Source: an optimization exercise on an open RTL-to-GDS flow (aim: small area, a short achievable clock period and few clock cycles). Production flows keep margins and buffers that such runs may drop. Where RTL was checked, it was by simulation tests only, not by an equivalence proof against the original. The flow treats the clock pin as an ideal source. Dropping or thinning the clock tree relies on that and would not hold on a real chip. Power is estimated from default activity; no workload was simulated.

red:
==> module ULA, before the edit <==
module ULA (
    input clk,
    input reset,
    input [3:0] seletor,
    output saida,
    output [18:0] rom_addr,
    input [7:0] rom_data,
    output reg [18:0] ram_wraddr,
    output reg [7:0] ram_data,
    output reg ram_wren,
    output reg done
);
    assign saida = 1'b0;
    wire [5:0] sel = {seletor[3],
                      ~seletor[2] & seletor[1] & seletor[0],
                      ~seletor[2] & ~seletor[1] & seletor[0],
                      ~seletor[2] & ~seletor[0],
                      seletor[1],
                      seletor == 4'b0100};
    reg f4, is_avg, is_dec, is_rep, zm, is_cp;
    reg start;
    always @(posedge clk) {f4, is_avg, is_dec, is_rep, zm, is_cp} <= sel;
    always @(posedge clk or negedge reset) begin
        if (!reset) start <= 1'b1;
        else start <= (sel != {f4, is_avg, is_dec, is_rep, zm, is_cp});
    end
    wire valid = is_avg | is_dec | is_rep | is_cp;
    reg [1:0] c0, c1;
    reg [7:0] col;
    reg [6:0] r;
    reg run;
    wire [1:0] lim0 = is_rep ? {f4, 1'b1} : 2'd0;
    wire [1:0] lim2 = is_rep ? {f4, 1'b1} : 2'd0;
    wire e0 = is_avg ? (r[0] & (~f4 | r[1])) : (c0 == 2'd0);
    wire e2 = (c1 == 2'd0);
    wire ex = (col == (is_dec ? (f4 ? 8'd156 : 8'd158) : 8'd159));
    wire ey = (r == (is_dec ? (f4 ? 7'd116 : 7'd118) : 7'd119));
    wire last = e0 & ex & e2 & ey;
    wire blk_end = e0 & col[0] & (~f4 | col[1]);
    wire [2:0] step = is_dec ? {f4, ~f4, 1'b0} : 3'd1;
    wire [7:0] col_p = col + step;
    wire [6:0] r_p = r + step;
    wire [6:0] r_top = {r[6:2], r[1] & ~f4, 1'b0};
    always @(posedge clk) begin
        if (start) begin
            c0 <= lim0; c1 <= lim2; col <= 0; r <= 0;
        end else begin
            if (!e0) begin
                c0 <= c0 - 1'b1;
                if (is_avg) r <= r_p;
            end else begin
                c0 <= lim0;
                if (!ex) begin
                    col <= col_p;
                    if (is_avg) r <= r_top;
                end else begin
                    col <= 0;
                    if (!e2) c1 <= c1 - 1'b1;
                    else begin
                        c1 <= lim2;
                        r <= r_p;
                    end
                end
            end
        end
    end
    reg [9:0] rh;
    reg [4:0] rl;
    assign rom_addr = {4'b0, rh, rl};
    always @(posedge clk) begin
        rh <= {r, 2'b00} + r + col[7:5];
        rl <= col[4:0];
    end
    reg v0, q0, v1, q1, v2;
    always @(posedge clk) begin
        if (start) run <= valid;
        else if (last) run <= 1'b0;
        v0 <= run & ~start & (~is_avg | blk_end);
        q0 <= run & ~start;
        v1 <= v0 & ~start;
        q1 <= q0 & ~start;
        v2 <= v1 & ~start;
    end
    wire wr = is_avg ? v2 : v1;
    always @(posedge clk or negedge reset) begin
        if (!reset) begin
            ram_wren <= 1'b0; done <= 1'b0;
        end else begin
            ram_wren <= wr & ~start;
            done <= ~start & valid & ~run & ~v0 & ~v1 & ~v2;
        end
    end
    reg f1;
    wire cy1 = wr & f1;
    always @(posedge clk) begin
        if (start) begin
            ram_wraddr <= {19{1'b1}};
            f1 <= 1'b1;
        end else begin
            ram_wraddr[9:0] <= ram_wraddr[9:0] + wr;
            ram_wraddr[18:10] <= ram_wraddr[18:10] + cy1;
            f1 <= (ram_wraddr[9:0] == (wr ? 10'd1022 : 10'd1023));
        end
    end
    reg [2:0] g0, g1;
    reg [1:0] g2;
    reg [3:0] g3;
    reg k1, k2, k3;
    wire [2:0] h0 = v2 ? 3'd0 : g0;
    wire [2:0] h1 = v2 ? 3'd0 : g1;
    wire [1:0] h2 = v2 ? 2'd0 : g2;
    wire [3:0] h3 = v2 ? 4'd0 : g3;
    wire [3:0] s0 = h0 + rom_data[2:0];
    wire [3:0] s1 = h1 + rom_data[5:3] + (~v2 & k1);
    wire [2:0] s2 = h2 + rom_data[7:6] + (~v2 & k2);
    wire [3:0] s3 = h3 + (~v2 & k3);
    wire [11:0] tot = {g3, g2, g1, g0} + {3'd0, k3, 1'b0, k2, 2'b0, k1, 3'b0};
    always @(posedge clk) begin
        if (q1) begin
            g0 <= s0[2:0]; g1 <= s1[2:0]; g2 <= s2[1:0]; g3 <= s3;
            k1 <= s0[3]; k2 <= s1[3]; k3 <= s2[2];
        end else begin
            g0 <= 3'd0; g1 <= 3'd0; g2 <= 2'd0; g3 <= 4'd0;
            k1 <= 1'b0; k2 <= 1'b0; k3 <= 1'b0;
        end
        if (!is_avg) ram_data <= rom_data;
        else ram_data <= f4 ? tot[11:4] : tot[9:2];
    end
endmodule
Settings: LEC_CHECK=0, ABC_AREA=1, CAP_MARGIN=20, CORE_MARGIN=2, CORE_UTILIZATION=65, PLACE_DENSITY=0.8, SETUP_SLACK_MARGIN=4.1, SLEW_MARGIN=20; clock period 6.0 ns.
standard.sh (not shown) runs the stock make flow with config.mk's settings and CLKGATE_MAP_FILE= SYNTH_SCRIPT=/design/flow/synth_recipe.tcl, a recipe that flattens the netlist after the stock synthesis.
==> flow/flow/run.sh <==
#!/bin/bash
# Layout flow: the standard ORFS flow with three changes:
#  - synthesis maps adders through ABC like the rest of the logic instead of
#    extracting full/half adder cells first (ADDER_MAP_FILE empty);
#  - plain buf_2 cells as the port buffers instead of the delay buffers
#    buffer_ports picks by default;
#  - the clock tree is four clkbuf_16 cells driven by the clock port, each
#    driving the flip-flops nearest to it (flow/cts_hook.tcl replaces
#    TritonCTS's two-level H-tree).
set -euo pipefail
here=$(cd "$(dirname "$0")" && pwd)
CLKBUF_N=4 bash standard.sh \
  "ADDER_MAP_FILE=" \
  "BUFFER_PORTS_ARGS=-buffer_cell sky130_fd_sc_hd__buf_2" \
  "PRE_CTS_TCL=$here/cts_hook.tcl" \
  finish > orfs_make.log 2>&1
==> flow/flow/cts_hook.tcl <==
# Clock buffering in place of TritonCTS's H-tree: the clock port drives
# CLKBUF_N clkbuf_16 cells (1, 2 or 4), each placed at the centre of the
# flip-flops it drives; the flip-flops are split between them by position.
proc clock_tree_synthesis { args } {
  set nbuf 1
  if { [info exists ::env(CLKBUF_N)] } { set nbuf $::env(CLKBUF_N) }
  set block [ord::get_db_block]
  set clk_net [$block findNet clk]
  set master [[ord::get_db] findMaster sky130_fd_sc_hd__clkbuf_16]
  set sinks {}
  foreach it [$clk_net getITerms] {
    set loc [[$it getInst] getLocation]
    lappend sinks [list $it [lindex $loc 0] [lindex $loc 1]]
  }
  # split into groups: by x, then each half by y
  set groups [list $sinks]
  set axis 1
  while { [llength $groups] < $nbuf } {
    set ng {}
    foreach g $groups {
      set s [lsort -integer -index $axis $g]
      set h [expr {[llength $s] / 2}]
      lappend ng [lrange $s 0 [expr {$h - 1}]] [lrange $s $h end]
    }
    set groups $ng
    set axis [expr {3 - $axis}]
  }
  set i 0
  foreach g $groups {
    set buf [odb::dbInst_create $block $master clkbuf_root_$i]
    set net [odb::dbNet_create $block clknet_root_$i]
    $net setSigType CLOCK
    set sx 0; set sy 0
    foreach s $g {
      set it [lindex $s 0]
      $it disconnect
      $it connect $net
      set sx [expr {$sx + [lindex $s 1]}]; set sy [expr {$sy + [lindex $s 2]}]
    }
    [$buf findITerm A] connect $clk_net
    [$buf findITerm X] connect $net
    set n [llength $g]
    $buf setLocation [expr {$sx / $n}] [expr {$sy / $n}]
    $buf setPlacementStatus PLACED
    puts "clock buffer clkbuf_root_$i drives $n sinks"
    incr i
  }
  $clk_net setSigType CLOCK
}
Testbench counts of red, summed over its fixed seeds: cycles 2,494,959.
diff inputs: red => blue
--- a/flow/design.v
+++ b/flow/design.v
@@ -29,9 +29,9 @@
     reg [7:0] col;
     reg [6:0] r;
     reg run;
-    wire [1:0] lim0 = is_rep ? {f4, 1'b1} : 2'd0;
+    wire [1:0] lim0 = (is_rep | is_avg) ? {f4, 1'b1} : 2'd0;
     wire [1:0] lim2 = is_rep ? {f4, 1'b1} : 2'd0;
-    wire e0 = is_avg ? (r[0] & (~f4 | r[1])) : (c0 == 2'd0);
+    wire e0 = (c0 == 2'd0);
     wire e2 = (c1 == 2'd0);
     wire ex = (col == (is_dec ? (f4 ? 8'd156 : 8'd158) : 8'd159));
     wire ey = (r == (is_dec ? (f4 ? 7'd116 : 7'd118) : 7'd119));
--- outcome ---
Final critical delay including setup and external delays: blue > red. blue vs. red: aggregate routed wire length went down by 620 um, synthesized area went up by 0.39%, number of setup buffers added after CTS went up by 1. On setup slack, the higher figure sits with red, not blue. blue against red: area growth from synthesis to final layout rose by 1.2 points; power lost about 0.7%. | count of non-filler cells in the finished layout | blue vs red | 3 lower |.
Function not checked in blue: the RTL went through the layout flow alone. No run of this note takes its clock network from TritonCTS; it comes from the design's own scripts or RTL.

Setup of pine:
Another version of the RTL of ULA (not shown whole).
Size in the first run: ~95 flip-flops, roughly 0.0046 mm² of cells after synthesis.
==> module ULA, before the edit <==
module ULA (
    input clk,
    input reset,
    input [3:0] seletor,
    output saida,
    output [18:0] rom_addr,
    input [7:0] rom_data,
    output reg [18:0] ram_wraddr,
    output reg [7:0] ram_data,
    output reg ram_wren,
    output reg done
);
    assign saida = 1'b0;
    reg [3:0] mode;
    reg start;
    always @(posedge clk or negedge reset) begin
        if (!reset) begin
            mode  <= 4'b1111;
            start <= 1'b0;
        end else begin
            mode  <= seletor;
            start <= (seletor != mode);
        end
    end
    reg is_avg, is_dec, is_rep, f4;
    always @(posedge clk) begin
        f4     <= seletor[3];
        is_avg <= ~seletor[2] & seletor[1] & seletor[0];
        is_dec <= ~seletor[2] & ~seletor[1] & seletor[0];
        is_rep <= ~seletor[2] & ~seletor[0];
    end
    wire valid = ~mode[2] | (mode == 4'b0100);
    reg [1:0] c0, c1;
    reg [7:0] col;
    reg [6:0] r;
    reg run, bub;
    wire [1:0] lim0 = is_rep ? {f4, 1'b1} : 2'd0;
    wire [1:0] lim2 = is_rep ? {f4, 1'b1} : 2'd0;
    wire e0 = is_avg ? (r[0] & (~f4 | r[1])) : (c0 == 2'd0);
    wire e2 = (c1 == 2'd0);
    wire ex = (col == (is_dec ? (f4 ? 8'd156 : 8'd158) : 8'd159));
    wire ey = (r == (is_dec ? (f4 ? 7'd116 : 7'd118) : 7'd119));
    wire last = e0 & ex & e2 & ey;
    wire blk_end = is_avg & e0 & col[0] & (~f4 | col[1]);
    wire hold = blk_end & ~bub;
    wire [2:0] step = is_dec ? {f4, ~f4, 1'b0} : 3'd1;
    wire [7:0] col_p = col + step;
    wire [6:0] r_p = r + step;
    wire [6:0] r_top = {r[6:2], r[1] & ~f4, 1'b0};
    always @(posedge clk) begin
        if (start) begin
            c0 <= lim0; c1 <= lim2; col <= 0; r <= 0; bub <= 1'b0;
        end else if (hold) begin
            bub <= 1'b1;
        end else begin
            bub <= 1'b0;
            if (!e0) begin
                c0 <= c0 - 1'b1;
                if (is_avg) r <= r_p;
            end else begin
                c0 <= lim0;
                if (!ex) begin
                    col <= col_p;
                    if (is_avg) r <= r_top;
                end else begin
                    col <= 0;
                    if (!e2) c1 <= c1 - 1'b1;
                    else begin
                        c1 <= lim2;
                        r <= r_p;
                    end
                end
            end
        end
    end
    reg [9:0] rh;
    reg [4:0] rl;
    assign rom_addr = {4'b0, rh, rl};
    always @(posedge clk) begin
        rh <= {r, 2'b00} + r + col[7:5];
        rl <= col[4:0];
    end
    reg v0, q0, v1, q1, v2, q2;
    always @(posedge clk or negedge reset) begin
        if (!reset) begin
            run <= 1'b0;
            v0 <= 1'b0; q0 <= 1'b0; v1 <= 1'b0; q1 <= 1'b0;
            v2 <= 1'b0; q2 <= 1'b0;
            ram_wren <= 1'b0; done <= 1'b0;
        end else begin
            if (start) run <= valid;
            else if (last & ~hold) run <= 1'b0;
            v0 <= run & ~start & (is_avg ? bub : 1'b1);
            q0 <= run & ~start & ~bub;
            v1 <= v0 & ~start;
            q1 <= q0 & ~start;
            v2 <= v1 & ~start;
            q2 <= q1 & ~start;
            ram_wren <= v2 & ~start;
            done <= ~start & valid & ~run & ~v0 & ~v1 & ~v2;
        end
    end
    reg [7:0] rd;
    reg [3:0] ext;
    reg k1, k2, w;
    wire [3:0] b0 = w ? 4'd0 : ram_data[3:0];
    wire [3:0] b1 = w ? 4'd0 : ram_data[7:4];
    wire [4:0] s0 = b0 + rd[3:0];
    wire [4:0] s1 = b1 + rd[7:4] + k1;
    wire [4:0] t1 = ram_data[7:4] + k1;
    wire [3:0] t2 = ext + k2 + t1[4];
    always @(posedge clk) begin
        rd <= rom_data;
        w <= v2;
        if (start) ram_wraddr <= {19{1'b1}};
        else ram_wraddr <= ram_wraddr + v2;
        if (v2 | ~q2) begin
            ext <= 4'd0; k1 <= 1'b0; k2 <= 1'b0;
        end else begin
            ext <= ext + k2; k1 <= s0[4]; k2 <= s1[4];
        end
        if (!is_avg) ram_data <= rd;
        else if (v2) ram_data <= f4 ? {t2, t1[3:0]} : {t2[1:0], t1[3:0], ram_data[3:2]};
        else if (!q2) ram_data <= 8'd0;
        else ram_data <= {s1[3:0], s0[3:0]};
    end
endmodule
clock: 6.0 ns
lec_check: 0
cap_margin: 20
core_margin: 2
core_utilization: 40
place_density: 0.6
setup_slack_margin: 3.9
slew_margin: 20
==> flow/flow/run.sh <==
#!/bin/bash
# Layout flow: the standard ORFS flow with two changes:
#  - plain buf_2 cells as the port buffers instead of the delay buffers
#    buffer_ports picks by default;
#  - the clock tree is four clkbuf_16 cells driven by the clock port, each
#    driving the flip-flops nearest to it (flow/cts_hook.tcl replaces
#    TritonCTS's two-level H-tree).
set -euo pipefail
here=$(cd "$(dirname "$0")" && pwd)
CLKBUF_N=4 bash standard.sh \
  "BUFFER_PORTS_ARGS=-buffer_cell sky130_fd_sc_hd__buf_2" \
  "PRE_CTS_TCL=$here/cts_hook.tcl" \
  finish > orfs_make.log 2>&1
Scripts as last shown in full above: flow/flow/cts_hook.tcl
Per the final summary, pine finished and its layout is clean on timing, DRC and antenna.
Testbench counts of pine, summed over its fixed seeds: cycles 2,512,962.
### pine -> cedar
--- a/flow/design.v
+++ b/flow/design.v
@@ -33,12 +33,12 @@
     reg [1:0] c0, c1;
     reg [7:0] col;
-    reg [6:0] r;
+    reg [9:0] t;
     reg run, bub;
-    wire [1:0] lim0 = is_rep ? {f4, 1'b1} : 2'd0;
+    wire [1:0] lim0 = (is_rep | is_avg) ? {f4, 1'b1} : 2'd0;
     wire [1:0] lim2 = is_rep ? {f4, 1'b1} : 2'd0;
-    wire e0 = is_avg ? (r[0] & (~f4 | r[1])) : (c0 == 2'd0);
+    wire e0 = (c0 == 2'd0);
     wire e2 = (c1 == 2'd0);
     wire ex = (col == (is_dec ? (f4 ? 8'd156 : 8'd158) : 8'd159));
-    wire ey = (r == (is_dec ? (f4 ? 7'd116 : 7'd118) : 7'd119));
+    wire ey = (t == (is_dec ? (f4 ? 10'd580 : 10'd590) : 10'd595));
     wire last = e0 & ex & e2 & ey;
     wire blk_end = is_avg & e0 & col[0] & (~f4 | col[1]);
@@ -46,28 +46,25 @@
     wire [2:0] step = is_dec ? {f4, ~f4, 1'b0} : 3'd1;
     wire [7:0] col_p = col + step;
-    wire [6:0] r_p = r + step;
-    wire [6:0] r_top = {r[6:2], r[1] & ~f4, 1'b0};
+    wire [9:0] kt = (is_avg & ~e0) ? 10'd5 :
+                    (is_avg & ~ex) ? (f4 ? -10'd15 : -10'd5) :
+                    is_dec ? (f4 ? 10'd20 : 10'd10) : 10'd5;
+    wire [9:0] t_p = t + kt;
+    wire t_en = is_avg | (e0 & ex & e2);
     always @(posedge clk) begin
         if (start) begin
-            c0 <= lim0; c1 <= lim2; col <= 0; r <= 0; bub <= 1'b0;
+            c0 <= lim0; c1 <= lim2; col <= 0; t <= 0; bub <= 1'b0;
         end else if (hold) begin
             bub <= 1'b1;
         end else begin
             bub <= 1'b0;
-            if (!e0) begin
-                c0 <= c0 - 1'b1;
-                if (is_avg) r <= r_p;
-            end else begin
+            if (t_en) t <= t_p;
+            if (!e0) c0 <= c0 - 1'b1;
+            else begin
                 c0 <= lim0;
-                if (!ex) begin
-                    col <= col_p;
-                    if (is_avg) r <= r_top;
-                end else begin
+                if (!ex) col <= col_p;
+                else begin
                     col <= 0;
                     if (!e2) c1 <= c1 - 1'b1;
-                    else begin
-                        c1 <= lim2;
-                        r <= r_p;
-                    end
+                    else c1 <= lim2;
                 end
             end
@@ -78,5 +75,5 @@
     assign rom_addr = {4'b0, rh, rl};
     always @(posedge clk) begin
-        rh <= {r, 2'b00} + r + col[7:5];
+        rh <= t + col[7:5];
         rl <= col[4:0];
     end
==> comparison <==
cedar went all the way through synthesis, placement and routing and the layout is clean on timing, DRC and antenna.
Measured against each other, cedar and pine differ in combinational power, the lower figure coming from pine.
The maximum single-stage delay on the critical path reported for cedar is smaller than that of pine by 100 ps.
From pine to cedar the numbers moved as follows: fraction of area in multi-input gates up 1.3 points, number of logic stages on the critical path including buffering higher.
Sequential power for cedar is higher than for pine.
Compared with pine, cedar shows a higher number of sequential cells in the layout.
Of cedar and pine, the run reporting the lower global-route usage was pine.
Per the comparison of cedar with pine, peak ir drop on the vdd network now larger; pre-CTS setup slack fell 740 ps; power now larger; final RePlAce weighted congestion went down.
Total wirelength of the detailed-routed design grows by a few percent when moving from pine to cedar.
Relative to pine, the sequential standard cell area measured on cedar has increased by a few percent.
cedar ends up with higher number of cells traversed by the worst register-to-register path than pine does.
Only the layout flow was run in cedar; the RTL was not checked for function there. In every run of this note, the design's own scripts or RTL, not TritonCTS, make the clock network.

## port drivers added, routing unchanged
The flow's constraints put no driver on any port. The routed layouts listed below were extracted and timed again, unchanged, in two steps.
Step 1: set_driving_cell puts a clkbuf_16 on clk and a buf_2 on each other input, an assumption about the parent block.
Step 2 moves the port delays by t, midway between the first and last clock arrival at a register: inputs arrive t later, outputs are due t later. That takes back most of the time a late clock gives input paths.
Slacks: no drivers / after step 1 / after step 2; pairs: no drivers / after step 1.
| run | t, ns | setup slack, ns | worst setup path after step 2 |
|---|---|---|---|
| red | 0.233 | 4.121 / 4.041 / 3.995 | input to register |
| blue | 0.233 | 4.106 / 4.025 / 3.923 | input to register |
| pine | 0.237 | 3.804 / 3.804 / 3.804 | register to register |
| cedar | 0.237 | 3.065 / 3.065 / 3.065 | register to register |
After both steps setup and hold are still met in every run listed. For blue, which loses most, drivers alone change the setup slack by -0.081 ns; drivers and shift together by -0.183 ns.
